Source: an optimization exercise on an open RTL-to-GDS flow (aim: small area, a short achievable clock period and few clock cycles per item). Production flows keep margins and buffers that such runs may drop. No functional check of the RTL was part of this run.

`flow/config.mk`:
```
export PLATFORM = sky130hd
export DESIGN_NAME = mult
export DESIGN_NICKNAME = mult
export VERILOG_FILES = /design/flow/design.v
export SDC_FILE = /design/flow/constraint.sdc
export NUM_CORES = 4
export LEC_CHECK = 0
export CAP_MARGIN = 20
export CORE_MARGIN = 2
export CORE_UTILIZATION = 40
export PLACE_DENSITY = 0.6
export SLEW_MARGIN = 20
```
`flow/constraint.sdc`:
```
create_clock -name core_clock -period 4.0 [get_ports {clk}]
set_input_delay 0.8000 -clock core_clock [delete_from_list [all_inputs] [get_ports {clk}]]
set_output_delay 0.8000 -clock core_clock [all_outputs]
set_load 0.01 [all_outputs]
```
`flow/design.v`:
```
module mult(
      input  reset,
      input  clk,
      input  [31:0] a_in,
      input  [31:0] b_in,
      input  start,
      output logic [63:0] product,
      output logic done);
  logic busy;
  logic [1:0] cnt;
  logic [31:0] sw, cw;       
  logic [10:0] ls, lc;       
  logic [21:0] l;          
  wire [10:0] bsel = busy ? l[10:0] : b_in[10:0];
  wire [31:0] ws = busy ? sw : 32'd0;
  wire [31:0] wc = busy ? cw : 32'd0;
  wire cyi = busy & lres[11];   
  wire [31:0] pp0 = a_in & {32{bsel[0]}};
  wire [31:0] pp1 = a_in & {32{bsel[1]}};
  wire [31:0] pp2 = a_in & {32{bsel[2]}};
  wire [31:0] pp3 = a_in & {32{bsel[3]}};
  wire [31:0] pp4 = a_in & {32{bsel[4]}};
  wire [31:0] pp5 = a_in & {32{bsel[5]}};
  wire [31:0] pp6 = a_in & {32{bsel[6]}};
  wire [31:0] pp7 = a_in & {32{bsel[7]}};
  wire [31:0] pp8 = a_in & {32{bsel[8]}};
  wire [31:0] pp9 = a_in & {32{bsel[9]}};
  wire [31:0] pp10 = a_in & {32{bsel[10]}};
  wire s1 = wc[7] ^ ws[7];
  wire c2 = wc[7] & ws[7];
  wire s3 = wc[8] ^ ws[8] ^ pp0[8];
  wire c4 = (wc[8] & ws[8]) | (wc[8] & pp0[8]) | (ws[8] & pp0[8]);
  wire s5 = pp1[7] ^ pp2[6];
  wire c6 = pp1[7] & pp2[6];
  wire s7 = wc[9] ^ ws[9] ^ pp0[9];
  wire c8 = (wc[9] & ws[9]) | (wc[9] & pp0[9]) | (ws[9] & pp0[9]);
  wire s9 = pp1[8] ^ pp2[7] ^ pp3[6];
  wire c10 = (pp1[8] & pp2[7]) | (pp1[8] & pp3[6]) | (pp2[7] & pp3[6]);
  wire s11 = pp4[5] ^ pp5[4];
  wire c12 = pp4[5] & pp5[4];
  wire s13 = wc[10] ^ ws[10] ^ pp0[10];
  wire c14 = (wc[10] & ws[10]) | (wc[10] & pp0[10]) | (ws[10] & pp0[10]);
  wire s15 = pp10[0] ^ pp1[9] ^ pp2[8];
  wire c16 = (pp10[0] & pp1[9]) | (pp10[0] & pp2[8]) | (pp1[9] & pp2[8]);
  wire s17 = pp3[7] ^ pp4[6] ^ pp5[5];
  wire c18 = (pp3[7] & pp4[6]) | (pp3[7] & pp5[5]) | (pp4[6] & pp5[5]);
  wire s19 = pp6[4] ^ pp7[3];
  wire c20 = pp6[4] & pp7[3];
  wire s21 = wc[11] ^ ws[11] ^ pp0[11];
  wire c22 = (wc[11] & ws[11]) | (wc[11] & pp0[11]) | (ws[11] & pp0[11]);
  wire s23 = pp10[1] ^ pp1[10] ^ pp2[9];
  wire c24 = (pp10[1] & pp1[10]) | (pp10[1] & pp2[9]) | (pp1[10] & pp2[9]);
  wire s25 = pp3[8] ^ pp4[7] ^ pp5[6];
  wire c26 = (pp3[8] & pp4[7]) | (pp3[8] & pp5[6]) | (pp4[7] & pp5[6]);
  wire s27 = pp6[5] ^ pp7[4] ^ pp8[3];
  wire c28 = (pp6[5] & pp7[4]) | (pp6[5] & pp8[3]) | (pp7[4] & pp8[3]);
  wire s29 = wc[12] ^ ws[12] ^ pp0[12];
  wire c30 = (wc[12] & ws[12]) | (wc[12] & pp0[12]) | (ws[12] & pp0[12]);
  wire s31 = pp10[2] ^ pp1[11] ^ pp2[10];
  wire c32 = (pp10[2] & pp1[11]) | (pp10[2] & pp2[10]) | (pp1[11] & pp2[10]);
  wire s33 = pp3[9] ^ pp4[8] ^ pp5[7];
  wire c34 = (pp3[9] & pp4[8]) | (pp3[9] & pp5[7]) | (pp4[8] & pp5[7]);
  wire s35 = pp6[6] ^ pp7[5] ^ pp8[4];
  wire c36 = (pp6[6] & pp7[5]) | (pp6[6] & pp8[4]) | (pp7[5] & pp8[4]);
  wire s37 = wc[13] ^ ws[13] ^ pp0[13];
  wire c38 = (wc[13] & ws[13]) | (wc[13] & pp0[13]) | (ws[13] & pp0[13]);
  wire s39 = pp10[3] ^ pp1[12] ^ pp2[11];
  wire c40 = (pp10[3] & pp1[12]) | (pp10[3] & pp2[11]) | (pp1[12] & pp2[11]);
  wire s41 = pp3[10] ^ pp4[9] ^ pp5[8];
  wire c42 = (pp3[10] & pp4[9]) | (pp3[10] & pp5[8]) | (pp4[9] & pp5[8]);
  wire s43 = pp6[7] ^ pp7[6] ^ pp8[5];
  wire c44 = (pp6[7] & pp7[6]) | (pp6[7] & pp8[5]) | (pp7[6] & pp8[5]);
  wire s45 = wc[14] ^ ws[14] ^ pp0[14];
  wire c46 = (wc[14] & ws[14]) | (wc[14] & pp0[14]) | (ws[14] & pp0[14]);
  wire s47 = pp10[4] ^ pp1[13] ^ pp2[12];
  wire c48 = (pp10[4] & pp1[13]) | (pp10[4] & pp2[12]) | (pp1[13] & pp2[12]);
  wire s49 = pp3[11] ^ pp4[10] ^ pp5[9];
  wire c50 = (pp3[11] & pp4[10]) | (pp3[11] & pp5[9]) | (pp4[10] & pp5[9]);
  wire s51 = pp6[8] ^ pp7[7] ^ pp8[6];
  wire c52 = (pp6[8] & pp7[7]) | (pp6[8] & pp8[6]) | (pp7[7] & pp8[6]);
  wire s53 = wc[15] ^ ws[15] ^ pp0[15];
  wire c54 = (wc[15] & ws[15]) | (wc[15] & pp0[15]) | (ws[15] & pp0[15]);
  wire s55 = pp10[5] ^ pp1[14] ^ pp2[13];
  wire c56 = (pp10[5] & pp1[14]) | (pp10[5] & pp2[13]) | (pp1[14] & pp2[13]);
  wire s57 = pp3[12] ^ pp4[11] ^ pp5[10];
  wire c58 = (pp3[12] & pp4[11]) | (pp3[12] & pp5[10]) | (pp4[11] & pp5[10]);
  wire s59 = pp6[9] ^ pp7[8] ^ pp8[7];
  wire c60 = (pp6[9] & pp7[8]) | (pp6[9] & pp8[7]) | (pp7[8] & pp8[7]);
  wire s61 = wc[16] ^ ws[16] ^ pp0[16];
  wire c62 = (wc[16] & ws[16]) | (wc[16] & pp0[16]) | (ws[16] & pp0[16]);
  wire s63 = pp10[6] ^ pp1[15] ^ pp2[14];
  wire c64 = (pp10[6] & pp1[15]) | (pp10[6] & pp2[14]) | (pp1[15] & pp2[14]);
  wire s65 = pp3[13] ^ pp4[12] ^ pp5[11];
  wire c66 = (pp3[13] & pp4[12]) | (pp3[13] & pp5[11]) | (pp4[12] & pp5[11]);
  wire s67 = pp6[10] ^ pp7[9] ^ pp8[8];
  wire c68 = (pp6[10] & pp7[9]) | (pp6[10] & pp8[8]) | (pp7[9] & pp8[8]);
  wire s69 = wc[17] ^ ws[17] ^ pp0[17];
  wire c70 = (wc[17] & ws[17]) | (wc[17] & pp0[17]) | (ws[17] & pp0[17]);
  wire s71 = pp10[7] ^ pp1[16] ^ pp2[15];
  wire c72 = (pp10[7] & pp1[16]) | (pp10[7] & pp2[15]) | (pp1[16] & pp2[15]);
  wire s73 = pp3[14] ^ pp4[13] ^ pp5[12];
  wire c74 = (pp3[14] & pp4[13]) | (pp3[14] & pp5[12]) | (pp4[13] & pp5[12]);
  wire s75 = pp6[11] ^ pp7[10] ^ pp8[9];
  wire c76 = (pp6[11] & pp7[10]) | (pp6[11] & pp8[9]) | (pp7[10] & pp8[9]);
  wire s77 = wc[18] ^ ws[18] ^ pp0[18];
  wire c78 = (wc[18] & ws[18]) | (wc[18] & pp0[18]) | (ws[18] & pp0[18]);
  wire s79 = pp10[8] ^ pp1[17] ^ pp2[16];
  wire c80 = (pp10[8] & pp1[17]) | (pp10[8] & pp2[16]) | (pp1[17] & pp2[16]);
  wire s81 = pp3[15] ^ pp4[14] ^ pp5[13];
  wire c82 = (pp3[15] & pp4[14]) | (pp3[15] & pp5[13]) | (pp4[14] & pp5[13]);
  wire s83 = pp6[12] ^ pp7[11] ^ pp8[10];
  wire c84 = (pp6[12] & pp7[11]) | (pp6[12] & pp8[10]) | (pp7[11] & pp8[10]);
  wire s85 = wc[19] ^ ws[19] ^ pp0[19];
  wire c86 = (wc[19] & ws[19]) | (wc[19] & pp0[19]) | (ws[19] & pp0[19]);
  wire s87 = pp10[9] ^ pp1[18] ^ pp2[17];
  wire c88 = (pp10[9] & pp1[18]) | (pp10[9] & pp2[17]) | (pp1[18] & pp2[17]);
  wire s89 = pp3[16] ^ pp4[15] ^ pp5[14];
  wire c90 = (pp3[16] & pp4[15]) | (pp3[16] & pp5[14]) | (pp4[15] & pp5[14]);
  wire s91 = pp6[13] ^ pp7[12] ^ pp8[11];
  wire c92 = (pp6[13] & pp7[12]) | (pp6[13] & pp8[11]) | (pp7[12] & pp8[11]);
  wire s93 = wc[20] ^ ws[20] ^ pp0[20];
  wire c94 = (wc[20] & ws[20]) | (wc[20] & pp0[20]) | (ws[20] & pp0[20]);
  wire s95 = pp10[10] ^ pp1[19] ^ pp2[18];
  wire c96 = (pp10[10] & pp1[19]) | (pp10[10] & pp2[18]) | (pp1[19] & pp2[18]);
  wire s97 = pp3[17] ^ pp4[16] ^ pp5[15];
  wire c98 = (pp3[17] & pp4[16]) | (pp3[17] & pp5[15]) | (pp4[16] & pp5[15]);
  wire s99 = pp6[14] ^ pp7[13] ^ pp8[12];
  wire c100 = (pp6[14] & pp7[13]) | (pp6[14] & pp8[12]) | (pp7[13] & pp8[12]);
  wire s101 = wc[21] ^ ws[21] ^ pp0[21];
  wire c102 = (wc[21] & ws[21]) | (wc[21] & pp0[21]) | (ws[21] & pp0[21]);
  wire s103 = pp10[11] ^ pp1[20] ^ pp2[19];
  wire c104 = (pp10[11] & pp1[20]) | (pp10[11] & pp2[19]) | (pp1[20] & pp2[19]);
  wire s105 = pp3[18] ^ pp4[17] ^ pp5[16];
  wire c106 = (pp3[18] & pp4[17]) | (pp3[18] & pp5[16]) | (pp4[17] & pp5[16]);
  wire s107 = pp6[15] ^ pp7[14] ^ pp8[13];
  wire c108 = (pp6[15] & pp7[14]) | (pp6[15] & pp8[13]) | (pp7[14] & pp8[13]);
  wire s109 = wc[22] ^ ws[22] ^ pp0[22];
  wire c110 = (wc[22] & ws[22]) | (wc[22] & pp0[22]) | (ws[22] & pp0[22]);
  wire s111 = pp10[12] ^ pp1[21] ^ pp2[20];
  wire c112 = (pp10[12] & pp1[21]) | (pp10[12] & pp2[20]) | (pp1[21] & pp2[20]);
  wire s113 = pp3[19] ^ pp4[18] ^ pp5[17];
  wire c114 = (pp3[19] & pp4[18]) | (pp3[19] & pp5[17]) | (pp4[18] & pp5[17]);
  wire s115 = pp6[16] ^ pp7[15] ^ pp8[14];
  wire c116 = (pp6[16] & pp7[15]) | (pp6[16] & pp8[14]) | (pp7[15] & pp8[14]);
  wire s117 = wc[23] ^ ws[23] ^ pp0[23];
  wire c118 = (wc[23] & ws[23]) | (wc[23] & pp0[23]) | (ws[23] & pp0[23]);
  wire s119 = pp10[13] ^ pp1[22] ^ pp2[21];
  wire c120 = (pp10[13] & pp1[22]) | (pp10[13] & pp2[21]) | (pp1[22] & pp2[21]);
  wire s121 = pp3[20] ^ pp4[19] ^ pp5[18];
  wire c122 = (pp3[20] & pp4[19]) | (pp3[20] & pp5[18]) | (pp4[19] & pp5[18]);
  wire s123 = pp6[17] ^ pp7[16] ^ pp8[15];
  wire c124 = (pp6[17] & pp7[16]) | (pp6[17] & pp8[15]) | (pp7[16] & pp8[15]);
  wire s125 = wc[24] ^ ws[24] ^ pp0[24];
  wire c126 = (wc[24] & ws[24]) | (wc[24] & pp0[24]) | (ws[24] & pp0[24]);
  wire s127 = pp10[14] ^ pp1[23] ^ pp2[22];
  wire c128 = (pp10[14] & pp1[23]) | (pp10[14] & pp2[22]) | (pp1[23] & pp2[22]);
  wire s129 = pp3[21] ^ pp4[20] ^ pp5[19];
  wire c130 = (pp3[21] & pp4[20]) | (pp3[21] & pp5[19]) | (pp4[20] & pp5[19]);
  wire s131 = pp6[18] ^ pp7[17] ^ pp8[16];
  wire c132 = (pp6[18] & pp7[17]) | (pp6[18] & pp8[16]) | (pp7[17] & pp8[16]);
  wire s133 = wc[25] ^ ws[25] ^ pp0[25];
  wire c134 = (wc[25] & ws[25]) | (wc[25] & pp0[25]) | (ws[25] & pp0[25]);
  wire s135 = pp10[15] ^ pp1[24] ^ pp2[23];
  wire c136 = (pp10[15] & pp1[24]) | (pp10[15] & pp2[23]) | (pp1[24] & pp2[23]);
  wire s137 = pp3[22] ^ pp4[21] ^ pp5[20];
  wire c138 = (pp3[22] & pp4[21]) | (pp3[22] & pp5[20]) | (pp4[21] & pp5[20]);
  wire s139 = pp6[19] ^ pp7[18] ^ pp8[17];
  wire c140 = (pp6[19] & pp7[18]) | (pp6[19] & pp8[17]) | (pp7[18] & pp8[17]);
  wire s141 = wc[26] ^ ws[26] ^ pp0[26];
  wire c142 = (wc[26] & ws[26]) | (wc[26] & pp0[26]) | (ws[26] & pp0[26]);
  wire s143 = pp10[16] ^ pp1[25] ^ pp2[24];
  wire c144 = (pp10[16] & pp1[25]) | (pp10[16] & pp2[24]) | (pp1[25] & pp2[24]);
  wire s145 = pp3[23] ^ pp4[22] ^ pp5[21];
  wire c146 = (pp3[23] & pp4[22]) | (pp3[23] & pp5[21]) | (pp4[22] & pp5[21]);
  wire s147 = pp6[20] ^ pp7[19] ^ pp8[18];
  wire c148 = (pp6[20] & pp7[19]) | (pp6[20] & pp8[18]) | (pp7[19] & pp8[18]);
  wire s149 = wc[27] ^ ws[27] ^ pp0[27];
  wire c150 = (wc[27] & ws[27]) | (wc[27] & pp0[27]) | (ws[27] & pp0[27]);
  wire s151 = pp10[17] ^ pp1[26] ^ pp2[25];
  wire c152 = (pp10[17] & pp1[26]) | (pp10[17] & pp2[25]) | (pp1[26] & pp2[25]);
  wire s153 = pp3[24] ^ pp4[23] ^ pp5[22];
  wire c154 = (pp3[24] & pp4[23]) | (pp3[24] & pp5[22]) | (pp4[23] & pp5[22]);
  wire s155 = pp6[21] ^ pp7[20] ^ pp8[19];
  wire c156 = (pp6[21] & pp7[20]) | (pp6[21] & pp8[19]) | (pp7[20] & pp8[19]);
  wire s157 = wc[28] ^ ws[28] ^ pp0[28];
  wire c158 = (wc[28] & ws[28]) | (wc[28] & pp0[28]) | (ws[28] & pp0[28]);
  wire s159 = pp10[18] ^ pp1[27] ^ pp2[26];
  wire c160 = (pp10[18] & pp1[27]) | (pp10[18] & pp2[26]) | (pp1[27] & pp2[26]);
  wire s161 = pp3[25] ^ pp4[24] ^ pp5[23];
  wire c162 = (pp3[25] & pp4[24]) | (pp3[25] & pp5[23]) | (pp4[24] & pp5[23]);
  wire s163 = pp6[22] ^ pp7[21] ^ pp8[20];
  wire c164 = (pp6[22] & pp7[21]) | (pp6[22] & pp8[20]) | (pp7[21] & pp8[20]);
  wire s165 = wc[29] ^ ws[29] ^ pp0[29];
  wire c166 = (wc[29] & ws[29]) | (wc[29] & pp0[29]) | (ws[29] & pp0[29]);
  wire s167 = pp10[19] ^ pp1[28] ^ pp2[27];
  wire c168 = (pp10[19] & pp1[28]) | (pp10[19] & pp2[27]) | (pp1[28] & pp2[27]);
  wire s169 = pp3[26] ^ pp4[25] ^ pp5[24];
  wire c170 = (pp3[26] & pp4[25]) | (pp3[26] & pp5[24]) | (pp4[25] & pp5[24]);
  wire s171 = pp6[23] ^ pp7[22] ^ pp8[21];
  wire c172 = (pp6[23] & pp7[22]) | (pp6[23] & pp8[21]) | (pp7[22] & pp8[21]);
  wire s173 = wc[30] ^ ws[30] ^ pp0[30];
  wire c174 = (wc[30] & ws[30]) | (wc[30] & pp0[30]) | (ws[30] & pp0[30]);
  wire s175 = pp10[20] ^ pp1[29] ^ pp2[28];
  wire c176 = (pp10[20] & pp1[29]) | (pp10[20] & pp2[28]) | (pp1[29] & pp2[28]);
  wire s177 = pp3[27] ^ pp4[26] ^ pp5[25];
  wire c178 = (pp3[27] & pp4[26]) | (pp3[27] & pp5[25]) | (pp4[26] & pp5[25]);
  wire s179 = pp6[24] ^ pp7[23] ^ pp8[22];
  wire c180 = (pp6[24] & pp7[23]) | (pp6[24] & pp8[22]) | (pp7[23] & pp8[22]);
  wire s181 = wc[31] ^ ws[31] ^ pp0[31];
  wire c182 = (wc[31] & ws[31]) | (wc[31] & pp0[31]) | (ws[31] & pp0[31]);
  wire s183 = pp10[21] ^ pp1[30] ^ pp2[29];
  wire c184 = (pp10[21] & pp1[30]) | (pp10[21] & pp2[29]) | (pp1[30] & pp2[29]);
  wire s185 = pp3[28] ^ pp4[27] ^ pp5[26];
  wire c186 = (pp3[28] & pp4[27]) | (pp3[28] & pp5[26]) | (pp4[27] & pp5[26]);
  wire s187 = pp6[25] ^ pp7[24] ^ pp8[23];
  wire c188 = (pp6[25] & pp7[24]) | (pp6[25] & pp8[23]) | (pp7[24] & pp8[23]);
  wire s189 = pp10[22] ^ pp1[31] ^ pp2[30];
  wire c190 = (pp10[22] & pp1[31]) | (pp10[22] & pp2[30]) | (pp1[31] & pp2[30]);
  wire s191 = pp3[29] ^ pp4[28] ^ pp5[27];
  wire c192 = (pp3[29] & pp4[28]) | (pp3[29] & pp5[27]) | (pp4[28] & pp5[27]);
  wire s193 = pp6[26] ^ pp7[25];
  wire c194 = pp6[26] & pp7[25];
  wire s195 = pp10[23] ^ pp2[31] ^ pp3[30];
  wire c196 = (pp10[23] & pp2[31]) | (pp10[23] & pp3[30]) | (pp2[31] & pp3[30]);
  wire s197 = pp4[29] ^ pp5[28];
  wire c198 = pp4[29] & pp5[28];
  wire s199 = pp10[24] ^ pp3[31];
  wire c200 = pp10[24] & pp3[31];
  wire s201 = wc[4] ^ ws[4];
  wire c202 = wc[4] & ws[4];
  wire s203 = wc[5] ^ ws[5] ^ pp0[5];
  wire c204 = (wc[5] & ws[5]) | (wc[5] & pp0[5]) | (ws[5] & pp0[5]);
  wire s205 = pp1[4] ^ pp2[3];
  wire c206 = pp1[4] & pp2[3];
  wire s207 = wc[6] ^ ws[6] ^ pp0[6];
  wire c208 = (wc[6] & ws[6]) | (wc[6] & pp0[6]) | (ws[6] & pp0[6]);
  wire s209 = pp1[5] ^ pp2[4] ^ pp3[3];
  wire c210 = (pp1[5] & pp2[4]) | (pp1[5] & pp3[3]) | (pp2[4] & pp3[3]);
  wire s211 = pp4[2] ^ pp5[1];
  wire c212 = pp4[2] & pp5[1];
  wire s213 = s1 ^ pp0[7] ^ pp1[6];
  wire c214 = (s1 & pp0[7]) | (s1 & pp1[6]) | (pp0[7] & pp1[6]);
  wire s215 = pp2[5] ^ pp3[4] ^ pp4[3];
  wire c216 = (pp2[5] & pp3[4]) | (pp2[5] & pp4[3]) | (pp3[4] & pp4[3]);
  wire s217 = pp5[2] ^ pp6[1] ^ pp7[0];
  wire c218 = (pp5[2] & pp6[1]) | (pp5[2] & pp7[0]) | (pp6[1] & pp7[0]);
  wire s219 = c2 ^ pp3[5] ^ pp4[4];
  wire c220 = (c2 & pp3[5]) | (c2 & pp4[4]) | (pp3[5] & pp4[4]);
  wire s221 = pp5[3] ^ pp6[2] ^ pp7[1];
  wire c222 = (pp5[3] & pp6[2]) | (pp5[3] & pp7[1]) | (pp6[2] & pp7[1]);
  wire s223 = pp8[0] ^ s5 ^ s3;
  wire c224 = (pp8[0] & s5) | (pp8[0] & s3) | (s5 & s3);
  wire s225 = pp6[3] ^ pp7[2] ^ pp8[1];
  wire c226 = (pp6[3] & pp7[2]) | (pp6[3] & pp8[1]) | (pp7[2] & pp8[1]);
  wire s227 = pp9[0] ^ c6 ^ s11;
  wire c228 = (pp9[0] & c6) | (pp9[0] & s11) | (c6 & s11);
  wire s229 = c4 ^ s7 ^ s9;
  wire c230 = (c4 & s7) | (c4 & s9) | (s7 & s9);
  wire s231 = pp8[2] ^ pp9[1] ^ c12;
  wire c232 = (pp8[2] & pp9[1]) | (pp8[2] & c12) | (pp9[1] & c12);
  wire s233 = s19 ^ c10 ^ c8;
  wire c234 = (s19 & c10) | (s19 & c8) | (c10 & c8);
  wire s235 = s13 ^ s15 ^ s17;
  wire c236 = (s13 & s15) | (s13 & s17) | (s15 & s17);
  wire s237 = pp9[2] ^ c20 ^ c14;
  wire c238 = (pp9[2] & c20) | (pp9[2] & c14) | (c20 & c14);
  wire s239 = c16 ^ c18 ^ s21;
  wire c240 = (c16 & c18) | (c16 & s21) | (c18 & s21);
  wire s241 = s23 ^ s25 ^ s27;
  wire c242 = (s23 & s25) | (s23 & s27) | (s25 & s27);
  wire s243 = pp9[3] ^ c22 ^ c24;
  wire c244 = (pp9[3] & c22) | (pp9[3] & c24) | (c22 & c24);
  wire s245 = c26 ^ c28 ^ s29;
  wire c246 = (c26 & c28) | (c26 & s29) | (c28 & s29);
  wire s247 = s31 ^ s33 ^ s35;
  wire c248 = (s31 & s33) | (s31 & s35) | (s33 & s35);
  wire s249 = pp9[4] ^ c30 ^ c32;
  wire c250 = (pp9[4] & c30) | (pp9[4] & c32) | (c30 & c32);
  wire s251 = c34 ^ c36 ^ s37;
  wire c252 = (c34 & c36) | (c34 & s37) | (c36 & s37);
  wire s253 = s39 ^ s41 ^ s43;
  wire c254 = (s39 & s41) | (s39 & s43) | (s41 & s43);
  wire s255 = pp9[5] ^ c38 ^ c40;
  wire c256 = (pp9[5] & c38) | (pp9[5] & c40) | (c38 & c40);
  wire s257 = c42 ^ c44 ^ s45;
  wire c258 = (c42 & c44) | (c42 & s45) | (c44 & s45);
  wire s259 = s47 ^ s49 ^ s51;
  wire c260 = (s47 & s49) | (s47 & s51) | (s49 & s51);
  wire s261 = pp9[6] ^ c46 ^ c48;
  wire c262 = (pp9[6] & c46) | (pp9[6] & c48) | (c46 & c48);
  wire s263 = c50 ^ c52 ^ s53;
  wire c264 = (c50 & c52) | (c50 & s53) | (c52 & s53);
  wire s265 = s55 ^ s57 ^ s59;
  wire c266 = (s55 & s57) | (s55 & s59) | (s57 & s59);
  wire s267 = pp9[7] ^ c54 ^ c56;
  wire c268 = (pp9[7] & c54) | (pp9[7] & c56) | (c54 & c56);
  wire s269 = c58 ^ c60 ^ s61;
  wire c270 = (c58 & c60) | (c58 & s61) | (c60 & s61);
  wire s271 = s63 ^ s65 ^ s67;
  wire c272 = (s63 & s65) | (s63 & s67) | (s65 & s67);
  wire s273 = pp9[8] ^ c62 ^ c64;
  wire c274 = (pp9[8] & c62) | (pp9[8] & c64) | (c62 & c64);
  wire s275 = c66 ^ c68 ^ s69;
  wire c276 = (c66 & c68) | (c66 & s69) | (c68 & s69);
  wire s277 = s71 ^ s73 ^ s75;
  wire c278 = (s71 & s73) | (s71 & s75) | (s73 & s75);
  wire s279 = pp9[9] ^ c70 ^ c72;
  wire c280 = (pp9[9] & c70) | (pp9[9] & c72) | (c70 & c72);
  wire s281 = c74 ^ c76 ^ s77;
  wire c282 = (c74 & c76) | (c74 & s77) | (c76 & s77);
  wire s283 = s79 ^ s81 ^ s83;
  wire c284 = (s79 & s81) | (s79 & s83) | (s81 & s83);
  wire s285 = pp9[10] ^ c78 ^ c80;
  wire c286 = (pp9[10] & c78) | (pp9[10] & c80) | (c78 & c80);
  wire s287 = c82 ^ c84 ^ s85;
  wire c288 = (c82 & c84) | (c82 & s85) | (c84 & s85);
  wire s289 = s87 ^ s89 ^ s91;
  wire c290 = (s87 & s89) | (s87 & s91) | (s89 & s91);
  wire s291 = pp9[11] ^ c86 ^ c88;
  wire c292 = (pp9[11] & c86) | (pp9[11] & c88) | (c86 & c88);
  wire s293 = c90 ^ c92 ^ s93;
  wire c294 = (c90 & c92) | (c90 & s93) | (c92 & s93);
  wire s295 = s95 ^ s97 ^ s99;
  wire c296 = (s95 & s97) | (s95 & s99) | (s97 & s99);
  wire s297 = pp9[12] ^ c100 ^ c94;
  wire c298 = (pp9[12] & c100) | (pp9[12] & c94) | (c100 & c94);
  wire s299 = c96 ^ c98 ^ s101;
  wire c300 = (c96 & c98) | (c96 & s101) | (c98 & s101);
  wire s301 = s103 ^ s105 ^ s107;
  wire c302 = (s103 & s105) | (s103 & s107) | (s105 & s107);
  wire s303 = pp9[13] ^ c102 ^ c104;
  wire c304 = (pp9[13] & c102) | (pp9[13] & c104) | (c102 & c104);
  wire s305 = c106 ^ c108 ^ s109;
  wire c306 = (c106 & c108) | (c106 & s109) | (c108 & s109);
  wire s307 = s111 ^ s113 ^ s115;
  wire c308 = (s111 & s113) | (s111 & s115) | (s113 & s115);
  wire s309 = pp9[14] ^ c110 ^ c112;
  wire c310 = (pp9[14] & c110) | (pp9[14] & c112) | (c110 & c112);
  wire s311 = c114 ^ c116 ^ s117;
  wire c312 = (c114 & c116) | (c114 & s117) | (c116 & s117);
  wire s313 = s119 ^ s121 ^ s123;
  wire c314 = (s119 & s121) | (s119 & s123) | (s121 & s123);
  wire s315 = pp9[15] ^ c118 ^ c120;
  wire c316 = (pp9[15] & c118) | (pp9[15] & c120) | (c118 & c120);
  wire s317 = c122 ^ c124 ^ s125;
  wire c318 = (c122 & c124) | (c122 & s125) | (c124 & s125);
  wire s319 = s127 ^ s129 ^ s131;
  wire c320 = (s127 & s129) | (s127 & s131) | (s129 & s131);
  wire s321 = pp9[16] ^ c126 ^ c128;
  wire c322 = (pp9[16] & c126) | (pp9[16] & c128) | (c126 & c128);
  wire s323 = c130 ^ c132 ^ s133;
  wire c324 = (c130 & c132) | (c130 & s133) | (c132 & s133);
  wire s325 = s135 ^ s137 ^ s139;
  wire c326 = (s135 & s137) | (s135 & s139) | (s137 & s139);
  wire s327 = pp9[17] ^ c134 ^ c136;
  wire c328 = (pp9[17] & c134) | (pp9[17] & c136) | (c134 & c136);
  wire s329 = c138 ^ c140 ^ s141;
  wire c330 = (c138 & c140) | (c138 & s141) | (c140 & s141);
  wire s331 = s143 ^ s145 ^ s147;
  wire c332 = (s143 & s145) | (s143 & s147) | (s145 & s147);
  wire s333 = pp9[18] ^ c142 ^ c144;
  wire c334 = (pp9[18] & c142) | (pp9[18] & c144) | (c142 & c144);
  wire s335 = c146 ^ c148 ^ s149;
  wire c336 = (c146 & c148) | (c146 & s149) | (c148 & s149);
  wire s337 = s151 ^ s153 ^ s155;
  wire c338 = (s151 & s153) | (s151 & s155) | (s153 & s155);
  wire s339 = pp9[19] ^ c150 ^ c152;
  wire c340 = (pp9[19] & c150) | (pp9[19] & c152) | (c150 & c152);
  wire s341 = c154 ^ c156 ^ s157;
  wire c342 = (c154 & c156) | (c154 & s157) | (c156 & s157);
  wire s343 = s159 ^ s161 ^ s163;
  wire c344 = (s159 & s161) | (s159 & s163) | (s161 & s163);
  wire s345 = pp9[20] ^ c158 ^ c160;
  wire c346 = (pp9[20] & c158) | (pp9[20] & c160) | (c158 & c160);
  wire s347 = c162 ^ c164 ^ s165;
  wire c348 = (c162 & c164) | (c162 & s165) | (c164 & s165);
  wire s349 = s167 ^ s169 ^ s171;
  wire c350 = (s167 & s169) | (s167 & s171) | (s169 & s171);
  wire s351 = pp9[21] ^ c166 ^ c168;
  wire c352 = (pp9[21] & c166) | (pp9[21] & c168) | (c166 & c168);
  wire s353 = c170 ^ c172 ^ s173;
  wire c354 = (c170 & c172) | (c170 & s173) | (c172 & s173);
  wire s355 = s175 ^ s177 ^ s179;
  wire c356 = (s175 & s177) | (s175 & s179) | (s177 & s179);
  wire s357 = pp9[22] ^ c174 ^ c176;
  wire c358 = (pp9[22] & c174) | (pp9[22] & c176) | (c174 & c176);
  wire s359 = c178 ^ c180 ^ s181;
  wire c360 = (c178 & c180) | (c178 & s181) | (c180 & s181);
  wire s361 = s183 ^ s185 ^ s187;
  wire c362 = (s183 & s185) | (s183 & s187) | (s185 & s187);
  wire s363 = pp8[24] ^ pp9[23] ^ s193;
  wire c364 = (pp8[24] & pp9[23]) | (pp8[24] & s193) | (pp9[23] & s193);
  wire s365 = c182 ^ c184 ^ c186;
  wire c366 = (c182 & c184) | (c182 & c186) | (c184 & c186);
  wire s367 = c188 ^ s189 ^ s191;
  wire c368 = (c188 & s189) | (c188 & s191) | (s189 & s191);
  wire s369 = pp6[27] ^ pp7[26] ^ pp8[25];
  wire c370 = (pp6[27] & pp7[26]) | (pp6[27] & pp8[25]) | (pp7[26] & pp8[25]);
  wire s371 = pp9[24] ^ c194 ^ s197;
  wire c372 = (pp9[24] & c194) | (pp9[24] & s197) | (c194 & s197);
  wire s373 = c190 ^ c192 ^ s195;
  wire c374 = (c190 & c192) | (c190 & s195) | (c192 & s195);
  wire s375 = pp4[30] ^ pp5[29] ^ pp6[28];
  wire c376 = (pp4[30] & pp5[29]) | (pp4[30] & pp6[28]) | (pp5[29] & pp6[28]);
  wire s377 = pp7[27] ^ pp8[26] ^ pp9[25];
  wire c378 = (pp7[27] & pp8[26]) | (pp7[27] & pp9[25]) | (pp8[26] & pp9[25]);
  wire s379 = c198 ^ s199 ^ c196;
  wire c380 = (c198 & s199) | (c198 & c196) | (s199 & c196);
  wire s381 = pp10[25] ^ pp4[31] ^ pp5[30];
  wire c382 = (pp10[25] & pp4[31]) | (pp10[25] & pp5[30]) | (pp4[31] & pp5[30]);
  wire s383 = pp6[29] ^ pp7[28] ^ pp8[27];
  wire c384 = (pp6[29] & pp7[28]) | (pp6[29] & pp8[27]) | (pp7[28] & pp8[27]);
  wire s385 = pp9[26] ^ c200;
  wire c386 = pp9[26] & c200;
  wire s387 = pp10[26] ^ pp5[31] ^ pp6[30];
  wire c388 = (pp10[26] & pp5[31]) | (pp10[26] & pp6[30]) | (pp5[31] & pp6[30]);
  wire s389 = pp7[29] ^ pp8[28];
  wire c390 = pp7[29] & pp8[28];
  wire s391 = pp10[27] ^ pp6[31];
  wire c392 = pp10[27] & pp6[31];
  wire s393 = wc[2] ^ ws[2];
  wire c394 = wc[2] & ws[2];
  wire s395 = wc[3] ^ ws[3] ^ pp0[3];
  wire c396 = (wc[3] & ws[3]) | (wc[3] & pp0[3]) | (ws[3] & pp0[3]);
  wire s397 = pp1[2] ^ pp2[1];
  wire c398 = pp1[2] & pp2[1];
  wire s399 = s201 ^ pp0[4] ^ pp1[3];
  wire c400 = (s201 & pp0[4]) | (s201 & pp1[3]) | (pp0[4] & pp1[3]);
  wire s401 = pp2[2] ^ pp3[1] ^ pp4[0];
  wire c402 = (pp2[2] & pp3[1]) | (pp2[2] & pp4[0]) | (pp3[1] & pp4[0]);
  wire s403 = c202 ^ pp3[2] ^ pp4[1];
  wire c404 = (c202 & pp3[2]) | (c202 & pp4[1]) | (pp3[2] & pp4[1]);
  wire s405 = pp5[0] ^ s205 ^ s203;
  wire c406 = (pp5[0] & s205) | (pp5[0] & s203) | (s205 & s203);
  wire s407 = pp6[0] ^ c206 ^ s211;
  wire c408 = (pp6[0] & c206) | (pp6[0] & s211) | (c206 & s211);
  wire s409 = c204 ^ s207 ^ s209;
  wire c410 = (c204 & s207) | (c204 & s209) | (s207 & s209);
  wire s411 = c212 ^ c208 ^ c210;
  wire c412 = (c212 & c208) | (c212 & c210) | (c208 & c210);
  wire s413 = s213 ^ s215 ^ s217;
  wire c414 = (s213 & s215) | (s213 & s217) | (s215 & s217);
  wire s415 = c214 ^ c216 ^ c218;
  wire c416 = (c214 & c216) | (c214 & c218) | (c216 & c218);
  wire s417 = s219 ^ s221 ^ s223;
  wire c418 = (s219 & s221) | (s219 & s223) | (s221 & s223);
  wire s419 = c220 ^ c222 ^ s225;
  wire c420 = (c220 & c222) | (c220 & s225) | (c222 & s225);
  wire s421 = s227 ^ c224 ^ s229;
  wire c422 = (s227 & c224) | (s227 & s229) | (c224 & s229);
  wire s423 = c226 ^ c228 ^ s231;
  wire c424 = (c226 & c228) | (c226 & s231) | (c228 & s231);
  wire s425 = c230 ^ s233 ^ s235;
  wire c426 = (c230 & s233) | (c230 & s235) | (s233 & s235);
  wire s427 = c232 ^ c234 ^ c236;
  wire c428 = (c232 & c234) | (c232 & c236) | (c234 & c236);
  wire s429 = s237 ^ s239 ^ s241;
  wire c430 = (s237 & s239) | (s237 & s241) | (s239 & s241);
  wire s431 = c238 ^ c240 ^ c242;
  wire c432 = (c238 & c240) | (c238 & c242) | (c240 & c242);
  wire s433 = s243 ^ s245 ^ s247;
  wire c434 = (s243 & s245) | (s243 & s247) | (s245 & s247);
  wire s435 = c244 ^ c246 ^ c248;
  wire c436 = (c244 & c246) | (c244 & c248) | (c246 & c248);
  wire s437 = s249 ^ s251 ^ s253;
  wire c438 = (s249 & s251) | (s249 & s253) | (s251 & s253);
  wire s439 = c250 ^ c252 ^ c254;
  wire c440 = (c250 & c252) | (c250 & c254) | (c252 & c254);
  wire s441 = s255 ^ s257 ^ s259;
  wire c442 = (s255 & s257) | (s255 & s259) | (s257 & s259);
  wire s443 = c256 ^ c258 ^ c260;
  wire c444 = (c256 & c258) | (c256 & c260) | (c258 & c260);
  wire s445 = s261 ^ s263 ^ s265;
  wire c446 = (s261 & s263) | (s261 & s265) | (s263 & s265);
  wire s447 = c262 ^ c264 ^ c266;
  wire c448 = (c262 & c264) | (c262 & c266) | (c264 & c266);
  wire s449 = s267 ^ s269 ^ s271;
  wire c450 = (s267 & s269) | (s267 & s271) | (s269 & s271);
  wire s451 = c268 ^ c270 ^ c272;
  wire c452 = (c268 & c270) | (c268 & c272) | (c270 & c272);
  wire s453 = s273 ^ s275 ^ s277;
  wire c454 = (s273 & s275) | (s273 & s277) | (s275 & s277);
  wire s455 = c274 ^ c276 ^ c278;
  wire c456 = (c274 & c276) | (c274 & c278) | (c276 & c278);
  wire s457 = s279 ^ s281 ^ s283;
  wire c458 = (s279 & s281) | (s279 & s283) | (s281 & s283);
  wire s459 = c280 ^ c282 ^ c284;
  wire c460 = (c280 & c282) | (c280 & c284) | (c282 & c284);
  wire s461 = s285 ^ s287 ^ s289;
  wire c462 = (s285 & s287) | (s285 & s289) | (s287 & s289);
  wire s463 = c286 ^ c288 ^ c290;
  wire c464 = (c286 & c288) | (c286 & c290) | (c288 & c290);
  wire s465 = s291 ^ s293 ^ s295;
  wire c466 = (s291 & s293) | (s291 & s295) | (s293 & s295);
  wire s467 = c292 ^ c294 ^ c296;
  wire c468 = (c292 & c294) | (c292 & c296) | (c294 & c296);
  wire s469 = s297 ^ s299 ^ s301;
  wire c470 = (s297 & s299) | (s297 & s301) | (s299 & s301);
  wire s471 = c298 ^ c300 ^ c302;
  wire c472 = (c298 & c300) | (c298 & c302) | (c300 & c302);
  wire s473 = s303 ^ s305 ^ s307;
  wire c474 = (s303 & s305) | (s303 & s307) | (s305 & s307);
  wire s475 = c304 ^ c306 ^ c308;
  wire c476 = (c304 & c306) | (c304 & c308) | (c306 & c308);
  wire s477 = s309 ^ s311 ^ s313;
  wire c478 = (s309 & s311) | (s309 & s313) | (s311 & s313);
  wire s479 = c310 ^ c312 ^ c314;
  wire c480 = (c310 & c312) | (c310 & c314) | (c312 & c314);
  wire s481 = s315 ^ s317 ^ s319;
  wire c482 = (s315 & s317) | (s315 & s319) | (s317 & s319);
  wire s483 = c316 ^ c318 ^ c320;
  wire c484 = (c316 & c318) | (c316 & c320) | (c318 & c320);
  wire s485 = s321 ^ s323 ^ s325;
  wire c486 = (s321 & s323) | (s321 & s325) | (s323 & s325);
  wire s487 = c322 ^ c324 ^ c326;
  wire c488 = (c322 & c324) | (c322 & c326) | (c324 & c326);
  wire s489 = s327 ^ s329 ^ s331;
  wire c490 = (s327 & s329) | (s327 & s331) | (s329 & s331);
  wire s491 = c328 ^ c330 ^ c332;
  wire c492 = (c328 & c330) | (c328 & c332) | (c330 & c332);
  wire s493 = s333 ^ s335 ^ s337;
  wire c494 = (s333 & s335) | (s333 & s337) | (s335 & s337);
  wire s495 = c334 ^ c336 ^ c338;
  wire c496 = (c334 & c336) | (c334 & c338) | (c336 & c338);
  wire s497 = s339 ^ s341 ^ s343;
  wire c498 = (s339 & s341) | (s339 & s343) | (s341 & s343);
  wire s499 = c340 ^ c342 ^ c344;
  wire c500 = (c340 & c342) | (c340 & c344) | (c342 & c344);
  wire s501 = s345 ^ s347 ^ s349;
  wire c502 = (s345 & s347) | (s345 & s349) | (s347 & s349);
  wire s503 = c346 ^ c348 ^ c350;
  wire c504 = (c346 & c348) | (c346 & c350) | (c348 & c350);
  wire s505 = s351 ^ s353 ^ s355;
  wire c506 = (s351 & s353) | (s351 & s355) | (s353 & s355);
  wire s507 = c352 ^ c354 ^ c356;
  wire c508 = (c352 & c354) | (c352 & c356) | (c354 & c356);
  wire s509 = s357 ^ s359 ^ s361;
  wire c510 = (s357 & s359) | (s357 & s361) | (s359 & s361);
  wire s511 = s363 ^ c358 ^ c360;
  wire c512 = (s363 & c358) | (s363 & c360) | (c358 & c360);
  wire s513 = c362 ^ s365 ^ s367;
  wire c514 = (c362 & s365) | (c362 & s367) | (s365 & s367);
  wire s515 = s369 ^ c364 ^ s371;
  wire c516 = (s369 & c364) | (s369 & s371) | (c364 & s371);
  wire s517 = c366 ^ c368 ^ s373;
  wire c518 = (c366 & c368) | (c366 & s373) | (c368 & s373);
  wire s519 = c370 ^ s375 ^ s377;
  wire c520 = (c370 & s375) | (c370 & s377) | (s375 & s377);
  wire s521 = c372 ^ c374 ^ s379;
  wire c522 = (c372 & c374) | (c372 & s379) | (c374 & s379);
  wire s523 = c376 ^ c378 ^ s381;
  wire c524 = (c376 & c378) | (c376 & s381) | (c378 & s381);
  wire s525 = s383 ^ s385 ^ c380;
  wire c526 = (s383 & s385) | (s383 & c380) | (s385 & c380);
  wire s527 = pp9[27] ^ s389 ^ c382;
  wire c528 = (pp9[27] & s389) | (pp9[27] & c382) | (s389 & c382);
  wire s529 = c384 ^ s387 ^ c386;
  wire c530 = (c384 & s387) | (c384 & c386) | (s387 & c386);
  wire s531 = pp7[30] ^ pp8[29] ^ pp9[28];
  wire c532 = (pp7[30] & pp8[29]) | (pp7[30] & pp9[28]) | (pp8[29] & pp9[28]);
  wire s533 = c390 ^ s391 ^ c388;
  wire c534 = (c390 & s391) | (c390 & c388) | (s391 & c388);
  wire s535 = pp10[28] ^ pp7[31] ^ pp8[30];
  wire c536 = (pp10[28] & pp7[31]) | (pp10[28] & pp8[30]) | (pp7[31] & pp8[30]);
  wire s537 = pp9[29] ^ c392;
  wire c538 = pp9[29] & c392;
  wire s539 = pp10[29] ^ pp8[31];
  wire c540 = pp10[29] & pp8[31];
  wire s541 = wc[0] ^ ws[0];
  wire c542 = wc[0] & ws[0];
  wire s543 = wc[1] ^ ws[1] ^ pp0[1];
  wire c544 = (wc[1] & ws[1]) | (wc[1] & pp0[1]) | (ws[1] & pp0[1]);
  wire s545 = s393 ^ pp0[2] ^ pp1[1];
  wire c546 = (s393 & pp0[2]) | (s393 & pp1[1]) | (pp0[2] & pp1[1]);
  wire s547 = c394 ^ pp3[0] ^ s397;
  wire c548 = (c394 & pp3[0]) | (c394 & s397) | (pp3[0] & s397);
  wire s549 = c398 ^ c396 ^ s399;
  wire c550 = (c398 & c396) | (c398 & s399) | (c396 & s399);
  wire s551 = c400 ^ c402 ^ s403;
  wire c552 = (c400 & c402) | (c400 & s403) | (c402 & s403);
  wire s553 = c404 ^ s407 ^ c406;
  wire c554 = (c404 & s407) | (c404 & c406) | (s407 & c406);
  wire s555 = c408 ^ c410 ^ s411;
  wire c556 = (c408 & c410) | (c408 & s411) | (c410 & s411);
  wire s557 = c412 ^ c414 ^ s415;
  wire c558 = (c412 & c414) | (c412 & s415) | (c414 & s415);
  wire s559 = c416 ^ s419 ^ c418;
  wire c560 = (c416 & s419) | (c416 & c418) | (s419 & c418);
  wire s561 = c420 ^ s423 ^ c422;
  wire c562 = (c420 & s423) | (c420 & c422) | (s423 & c422);
  wire s563 = c424 ^ c426 ^ s427;
  wire c564 = (c424 & c426) | (c424 & s427) | (c426 & s427);
  wire s565 = c428 ^ c430 ^ s431;
  wire c566 = (c428 & c430) | (c428 & s431) | (c430 & s431);
  wire s567 = c432 ^ c434 ^ s435;
  wire c568 = (c432 & c434) | (c432 & s435) | (c434 & s435);
  wire s569 = c436 ^ c438 ^ s439;
  wire c570 = (c436 & c438) | (c436 & s439) | (c438 & s439);
  wire s571 = c440 ^ c442 ^ s443;
  wire c572 = (c440 & c442) | (c440 & s443) | (c442 & s443);
  wire s573 = c444 ^ c446 ^ s447;
  wire c574 = (c444 & c446) | (c444 & s447) | (c446 & s447);
  wire s575 = c448 ^ c450 ^ s451;
  wire c576 = (c448 & c450) | (c448 & s451) | (c450 & s451);
  wire s577 = c452 ^ c454 ^ s455;
  wire c578 = (c452 & c454) | (c452 & s455) | (c454 & s455);
  wire s579 = c456 ^ c458 ^ s459;
  wire c580 = (c456 & c458) | (c456 & s459) | (c458 & s459);
  wire s581 = c460 ^ c462 ^ s463;
  wire c582 = (c460 & c462) | (c460 & s463) | (c462 & s463);
  wire s583 = c464 ^ c466 ^ s467;
  wire c584 = (c464 & c466) | (c464 & s467) | (c466 & s467);
  wire s585 = c468 ^ c470 ^ s471;
  wire c586 = (c468 & c470) | (c468 & s471) | (c470 & s471);
  wire s587 = c472 ^ c474 ^ s475;
  wire c588 = (c472 & c474) | (c472 & s475) | (c474 & s475);
  wire s589 = c476 ^ c478 ^ s479;
  wire c590 = (c476 & c478) | (c476 & s479) | (c478 & s479);
  wire s591 = c480 ^ c482 ^ s483;
  wire c592 = (c480 & c482) | (c480 & s483) | (c482 & s483);
  wire s593 = c484 ^ c486 ^ s487;
  wire c594 = (c484 & c486) | (c484 & s487) | (c486 & s487);
  wire s595 = c488 ^ c490 ^ s491;
  wire c596 = (c488 & c490) | (c488 & s491) | (c490 & s491);
  wire s597 = c492 ^ c494 ^ s495;
  wire c598 = (c492 & c494) | (c492 & s495) | (c494 & s495);
  wire s599 = c496 ^ c498 ^ s499;
  wire c600 = (c496 & c498) | (c496 & s499) | (c498 & s499);
  wire s601 = c500 ^ c502 ^ s503;
  wire c602 = (c500 & c502) | (c500 & s503) | (c502 & s503);
  wire s603 = c504 ^ c506 ^ s507;
  wire c604 = (c504 & c506) | (c504 & s507) | (c506 & s507);
  wire s605 = c508 ^ c510 ^ s511;
  wire c606 = (c508 & c510) | (c508 & s511) | (c510 & s511);
  wire s607 = s515 ^ c512 ^ c514;
  wire c608 = (s515 & c512) | (s515 & c514) | (c512 & c514);
  wire s609 = s519 ^ c516 ^ c518;
  wire c610 = (s519 & c516) | (s519 & c518) | (c516 & c518);
  wire s611 = c520 ^ s523 ^ s525;
  wire c612 = (c520 & s523) | (c520 & s525) | (s523 & s525);
  wire s613 = c524 ^ s527 ^ s529;
  wire c614 = (c524 & s527) | (c524 & s529) | (s527 & s529);
  wire s615 = s531 ^ c528 ^ s533;
  wire c616 = (s531 & c528) | (s531 & s533) | (c528 & s533);
  wire s617 = c532 ^ s535 ^ s537;
  wire c618 = (c532 & s535) | (c532 & s537) | (s535 & s537);
  wire s619 = pp9[30] ^ s539 ^ c536;
  wire c620 = (pp9[30] & s539) | (pp9[30] & c536) | (s539 & c536);
  wire s621 = pp10[30] ^ pp9[31];
  wire c622 = pp10[30] & pp9[31];
  wire s623 = s541 ^ cyi;
  wire c624 = s541 & cyi;
  wire s625 = c542 ^ pp1[0] ^ s543;
  wire c626 = (c542 & pp1[0]) | (c542 & s543) | (pp1[0] & s543);
  wire s627 = pp2[0] ^ c544 ^ s545;
  wire c628 = (pp2[0] & c544) | (pp2[0] & s545) | (c544 & s545);
  wire s629 = c546 ^ s395 ^ s547;
  wire c630 = (c546 & s395) | (c546 & s547) | (s395 & s547);
  wire s631 = s401 ^ c548 ^ s549;
  wire c632 = (s401 & c548) | (s401 & s549) | (c548 & s549);
  wire s633 = c550 ^ s405 ^ s551;
  wire c634 = (c550 & s405) | (c550 & s551) | (s405 & s551);
  wire s635 = c552 ^ s409 ^ s553;
  wire c636 = (c552 & s409) | (c552 & s553) | (s409 & s553);
  wire s637 = s413 ^ c554 ^ s555;
  wire c638 = (s413 & c554) | (s413 & s555) | (c554 & s555);
  wire s639 = c556 ^ s557 ^ s417;
  wire c640 = (c556 & s557) | (c556 & s417) | (s557 & s417);
  wire s641 = c558 ^ s421 ^ s559;
  wire c642 = (c558 & s421) | (c558 & s559) | (s421 & s559);
  wire s643 = s425 ^ c560 ^ s561;
  wire c644 = (s425 & c560) | (s425 & s561) | (c560 & s561);
  wire s645 = s429 ^ c562 ^ s563;
  wire c646 = (s429 & c562) | (s429 & s563) | (c562 & s563);
  wire s647 = s433 ^ c564 ^ s565;
  wire c648 = (s433 & c564) | (s433 & s565) | (c564 & s565);
  wire s649 = s437 ^ c566 ^ s567;
  wire c650 = (s437 & c566) | (s437 & s567) | (c566 & s567);
  wire s651 = s441 ^ c568 ^ s569;
  wire c652 = (s441 & c568) | (s441 & s569) | (c568 & s569);
  wire s653 = s445 ^ c570 ^ s571;
  wire c654 = (s445 & c570) | (s445 & s571) | (c570 & s571);
  wire s655 = s449 ^ c572 ^ s573;
  wire c656 = (s449 & c572) | (s449 & s573) | (c572 & s573);
  wire s657 = s453 ^ c574 ^ s575;
  wire c658 = (s453 & c574) | (s453 & s575) | (c574 & s575);
  wire s659 = s457 ^ c576 ^ s577;
  wire c660 = (s457 & c576) | (s457 & s577) | (c576 & s577);
  wire s661 = s461 ^ c578 ^ s579;
  wire c662 = (s461 & c578) | (s461 & s579) | (c578 & s579);
  wire s663 = s465 ^ c580 ^ s581;
  wire c664 = (s465 & c580) | (s465 & s581) | (c580 & s581);
  wire s665 = s469 ^ c582 ^ s583;
  wire c666 = (s469 & c582) | (s469 & s583) | (c582 & s583);
  wire s667 = s473 ^ c584 ^ s585;
  wire c668 = (s473 & c584) | (s473 & s585) | (c584 & s585);
  wire s669 = s477 ^ c586 ^ s587;
  wire c670 = (s477 & c586) | (s477 & s587) | (c586 & s587);
  wire s671 = s481 ^ c588 ^ s589;
  wire c672 = (s481 & c588) | (s481 & s589) | (c588 & s589);
  wire s673 = s485 ^ c590 ^ s591;
  wire c674 = (s485 & c590) | (s485 & s591) | (c590 & s591);
  wire s675 = s489 ^ c592 ^ s593;
  wire c676 = (s489 & c592) | (s489 & s593) | (c592 & s593);
  wire s677 = s493 ^ c594 ^ s595;
  wire c678 = (s493 & c594) | (s493 & s595) | (c594 & s595);
  wire s679 = s497 ^ c596 ^ s597;
  wire c680 = (s497 & c596) | (s497 & s597) | (c596 & s597);
  wire s681 = s501 ^ c598 ^ s599;
  wire c682 = (s501 & c598) | (s501 & s599) | (c598 & s599);
  wire s683 = s505 ^ c600 ^ s601;
  wire c684 = (s505 & c600) | (s505 & s601) | (c600 & s601);
  wire s685 = s509 ^ c602 ^ s603;
  wire c686 = (s509 & c602) | (s509 & s603) | (c602 & s603);
  wire s687 = s513 ^ c604 ^ s605;
  wire c688 = (s513 & c604) | (s513 & s605) | (c604 & s605);
  wire s689 = s517 ^ c606 ^ s607;
  wire c690 = (s517 & c606) | (s517 & s607) | (c606 & s607);
  wire s691 = s521 ^ c608 ^ s609;
  wire c692 = (s521 & c608) | (s521 & s609) | (c608 & s609);
  wire s693 = c522 ^ s611 ^ c610;
  wire c694 = (c522 & s611) | (c522 & c610) | (s611 & c610);
  wire s695 = c526 ^ s613 ^ c612;
  wire c696 = (c526 & s613) | (c526 & c612) | (s613 & c612);
  wire s697 = c530 ^ s615 ^ c614;
  wire c698 = (c530 & s615) | (c530 & c614) | (s615 & c614);
  wire s699 = c534 ^ s617 ^ c616;
  wire c700 = (c534 & s617) | (c534 & c616) | (s617 & c616);
  wire s701 = c538 ^ s619 ^ c618;
  wire c702 = (c538 & s619) | (c538 & c618) | (s619 & c618);
  wire s703 = c540 ^ s621 ^ c620;
  wire c704 = (c540 & s621) | (c540 & c620) | (s621 & c620);
  wire s705 = pp10[31] ^ c622;
  wire c706 = pp10[31] & c622;
  wire [42:0] r0 = {c706, s705, s703, s701, s699, s697, s695, c692, c690, c688, c686, c684, c682, c680, c678, c676, c674, c672, c670, c668, c666, c664, c662, c660, c658, c656, c654, c652, c650, c648, c646, c644, c642, c640, c638, c636, c634, c632, c630, c628, c626, c624, pp0[0]};
  wire [42:0] r1 = {1'b0, c704, c702, c700, c698, c696, c694, s693, s691, s689, s687, s685, s683, s681, s679, s677, s675, s673, s671, s669, s667, s665, s663, s661, s659, s657, s655, s653, s651, s649, s647, s645, s643, s641, s639, s637, s635, s633, s631, s629, s627, s625, s623};
  wire [11:0] lres = ls + lc;
  always_ff @(posedge clk, posedge reset) begin
    if (reset) begin
      busy <= 1'b0;
      done <= 1'b0;
      cnt <= '0;
    end else if (start || busy) begin
      if (cnt == 2'd2) begin
        busy <= 1'b0;
        done <= 1'b1;
        cnt <= '0;
      end else begin
        busy <= 1'b1;
        done <= 1'b0;
        cnt <= cnt + 1'b1;
      end
    end
  end
  always_ff @(posedge clk) begin
    if (start || busy) begin
      sw <= r0[42:11];
      cw <= r1[42:11];
      ls <= r0[10:0];
      lc <= r1[10:0];
      l <= busy ? {lres[10:0], l[21:11]} : {1'd0, b_in[31:11]};
    end
  end
  assign product[21:0] = l;
  assign product[63:22] = {sw[30:0], ls} + {cw[30:0], lc};
endmodule
```
`flow/flow/run.sh`:
```
#!/bin/bash
export SYNTH_ARGS="-noabc"
export BUFFER_PORTS_ARGS="-buffer_cell sky130_fd_sc_hd__buf_1"
bash standard.sh > standard.log 2>&1
```
`flow/standard.sh`:
```
#!/bin/bash
# synth_recipe.tcl (not shown) runs the flow's synth.tcl, then flattens the netlist and writes it again
# the make line also repeats each setting of config.mk as NAME=value (left out here)
make -C /OpenROAD-flow-scripts/flow DESIGN_CONFIG=/design/flow/config.mk WORK_HOME=/design/flow/orfs CLKGATE_MAP_FILE= SYNTH_SCRIPT=/design/flow/synth_recipe.tcl "${@:-finish}"
```
==> results.py <==
metrics = {
    "run_status": {
        "status": "failed layout checks",
        "check.faults": "negative setup slack",
    },
    "global_routing": {
        "grt_max_degree": 50,
        "antenna_found_initial": 0,
        "overflow": 0,
        "grtUsageTotal_pct": 23.61,
        "grt_pass1_vias": 12028,
        "grt_pass1_wl_um": 73080,
    },
    "yosys": {
        "synthArstFlopShare_pct": 3.604,
        "ys.flop_type": "edfxtp_1",
        "synthesis.area_um2": 15850,
        "synthCells": 1340,
        "yosysWarnings": 1,
        "synthesis.nets": 1804,
        "yosysSeqAreaShare_pct": 20.90,
        "synth_top_area_cell": "fa_1",
        "synth.area.top_cells": "fa_1, edfxtp_1, nor2b_1, ha_1, and2_1",
        "syn_area_per_cell_um2": 11.83,
        "synth_edf_count": 107,
        "synth_seq_cells": 111,
        "synthDominantCellAreaShare_pct": 41.92,
        "synth.distinct_cells": 52,
    },
    "placement": {
        "io_buffer_count": 131,
        "place.detailed.hpwl_um": 36220,
        "gp_congestion": 0.8626,
        "dp_cells": 1985,
    },
    "route": {
        "dr.pass1.iters": 5,
        "num_vias": 11037,
        "wl_um": 48690,
        "wire_per_inst_um": 23.87,
        "drcViolationCount": 0,
        "ant_nets": 0,
        "via_per_inst": 5.410,
        "drt_iter0_drc": 861,
    },
    "die": {
        "rows": 72,
        "die_h_um": 203.1,
        "die_x_um": 203.1,
        "core_um2": 38920,
        "start_util_pct": 40.74,
        "die_area_um2": 41240,
        "pin_count": 132,
    },
    "timing": {
        "rsz0062_at_grt": "true",
        "max_freq_mhz": 243.0,
        "period_share_pct": 102.9,
        "relSlewSlack_pct": 59.01,
        "tightest_slew_ns": 0.6112,
        "setup_slack_ns": -0.1148,
        "setup_viol": 9,
        "slew_viol_final": 0,
        "holdWs_ns": 0.2767,
        "post-route-min-period_ns": 4.115,
        "final_hold_viol_count": 0,
        "skew_ns": 0.01098,
    },
    "clocking": {
        "insertion_delay_ns": 0.37,
        "numCtsBuffers": 9,
        "cts_tree": "built",
        "cts.sinks": 111,
        "cts-htree-levels": 3,
        "cts_buffer_depth": 2,
        "clk_pin_slew_ns": 0.08,
        "cts-root-buf": "clkbuf_16",
        "cts-hold-fix-buffers": 0,
    },
    "layout": {
        "drive_gt1_share_pct": 24.97,
        "final-instance-count-excl-fill": 2040,
        "layout-area-overhead-vs-synth_pct": 22.11,
        "layout_commonest_cell": "nor2b_1",
        "num_antenna_cells": 0,
        "final_cell_mix": "nor2b_1, fa_1, buf_1, edfxtp_1, fa_2",
        "nets": 1981,
    },
    "flow_run": {
        "drv_cap": 0,
    },
    "min_path": {
        "hp-class": "input port to async pin",
    },
    "critical_path": {
        "crit_arrival_ns": 3.31,
        "cp-end-kind": "output pin",
        "start_kind": "flop",
        "crit_chain": "ha_4, nand3_2, o211ai_1, o41ai_2, buf_4, a2111o_1, o31a_1, buf_6, o21a_4, a21oi_2, xor2_1, buf_2",
        "cp.required_ns": 3.20,
        "max_stage_delay_ns": 0.44,
        "criticalPathCategory": "flop to output pin",
        "path_buf_inv": 3,
        "cp_max_fo": 3,
        "cpMaxStageDelayCell": "edfxtp_1",
        "cp_top_family": "compound AO/OA/AOI/OAI gates",
    },
}
worst register-to-register path, delay by kind of cell (launching register included):
family                   cells  cell delay, ns
adder cells (fa/ha/maj)      5            2.38
buffers and inverters        3            0.48
flip-flops                   1            0.54
multiplexers                 1            0.33
AND/OR/NAND/NOR              1            0.05
routing by layer:
layer / vias up / GRT usage (%) / share of wire [%]
met3: 72 / 3.194 / 6.5
li1: 4712 / - / -
met1: 5824 / 33.08 / 43
met5: - / 0 / 0
met4: 0 / 6.778 / 2.7
met2: 429 / 38.56 / 47
cells in the mapped netlist, types with 2 or more instances:
cell        n
inv_1      18
a211oi_1    5
nor2_1     27
nand4_1    13
a21o_1     20
o21bai_1    4
clkbuf_1   87
a21oi_1    43
nand2_1    29
o21ai_1     8
buf_1       2
mux2_2     23
edfxtp_1  107
mux2i_1    11
nand3_1     7
and2_1     66
xnor2_1    23
xor2_1     15
o21a_1      5
buf_4      11
a31oi_1     4
dfrtp_1     4
o211ai_1    5
nor2b_1   356
o21ai_0    20
ha_1       65
nor3_1      5
a21oi_2     2
fa_1      332
path summary, 6_finish.rpt:
path / from / end / slack (ns) / cells after the start
max: lc[5] / product[58] / -0.11 / 12
max reg2reg: busy / cw[7] / -0.02 / 10
min: reset / busy / 0.28 / 2
min in group core_clock: done / done / 0.52 / 1
min reg2reg: done / done / 0.52 / 1
max in group asynchronous: reset / busy / 3.54 / 2
metrics by stage:
stage / setup TNS (ns) / utilization (%) / cell area [um^2] / worst slack, ns
finish: -0.3762 / 49.74 / 19360 / -0.1148
CTS: -0.9988 / 47.47 / 18470 / -0.1259
detailed placement: -2.568 / 45.94 / 17880 / -0.1675
floorplan: 0 / - / 15870 / 0.002907
global route: -2.985 / 49.74 / 19360 / -0.3014
global placement: -1.351 / 45.94 / 17880 / -0.1166
repair_timing:
action | in CTS | in global routing
resized for setup | 50 | 181
cloned | 2 | 6
endpoints found under the hold margin | 0 | 0
setup buffers | 4 | 29
setup endpoints to repair | 18 | 66
pin swaps | 23 | 86
registers in the layout, indices dropped and copies added, names as in the netlist:
register / flops
busy: 1
cnt: 2
cw: 31
done: 1
l: 22
lc: 11
ls: 11
sw: 32
logic make-up (layout without fill, tap and decap cells):
logic type                 after synthesis  count (layout)  share of synthesized area [%]
buffers and inverters                  118             300                          3.054
and+or+nand+nor                        509             509                          19.12
xor gates and xnor gates                38              38                          2.099
adders and majority gates              397             397                          47.05
muxes                                   34              34                          2.328
AOI/OAI and AO/OA                      133             133                          5.446
DFF                                    111             111                          20.90
final cells by class:
cell class	instances	area (um^2)
well taps	518	648.1
flip-flops and latches	111	3317
clock buffers	9	225.2
inverters	18	70.07
clock inverters	7	91.34
repair buffers	266	2168
fillers	3480	19560
multi-input cells	1111	12840

==> re-timing with driven ports <==
No port has a modelled driver above. Below, the same layout with a new extraction and two added sets of constraints. Step 1, drivers: a clkbuf_16 drives clk and a buf_2 each remaining input, both assumed. Step 2 moves the port delays by t, midway between the first and last clock arrival at a register: inputs arrive t later, outputs are due t later. That takes back most of the time a late clock gives input paths. Slacks: no drivers / after step 1 / after step 2; pairs: no drivers / after step 1.
t, ns: 0.420
setup WS [ns]: -0.115 / -0.168 / -0.226
worst hold slack (ns): 0.277 / 0.249 / 0.519
worst register clock-pin slew, ns: 0.08 / 0.08
cell pins on the clock port's net: 1
For this run, drivers alone change the setup slack by -0.053 ns; drivers and shift together by -0.111 ns.
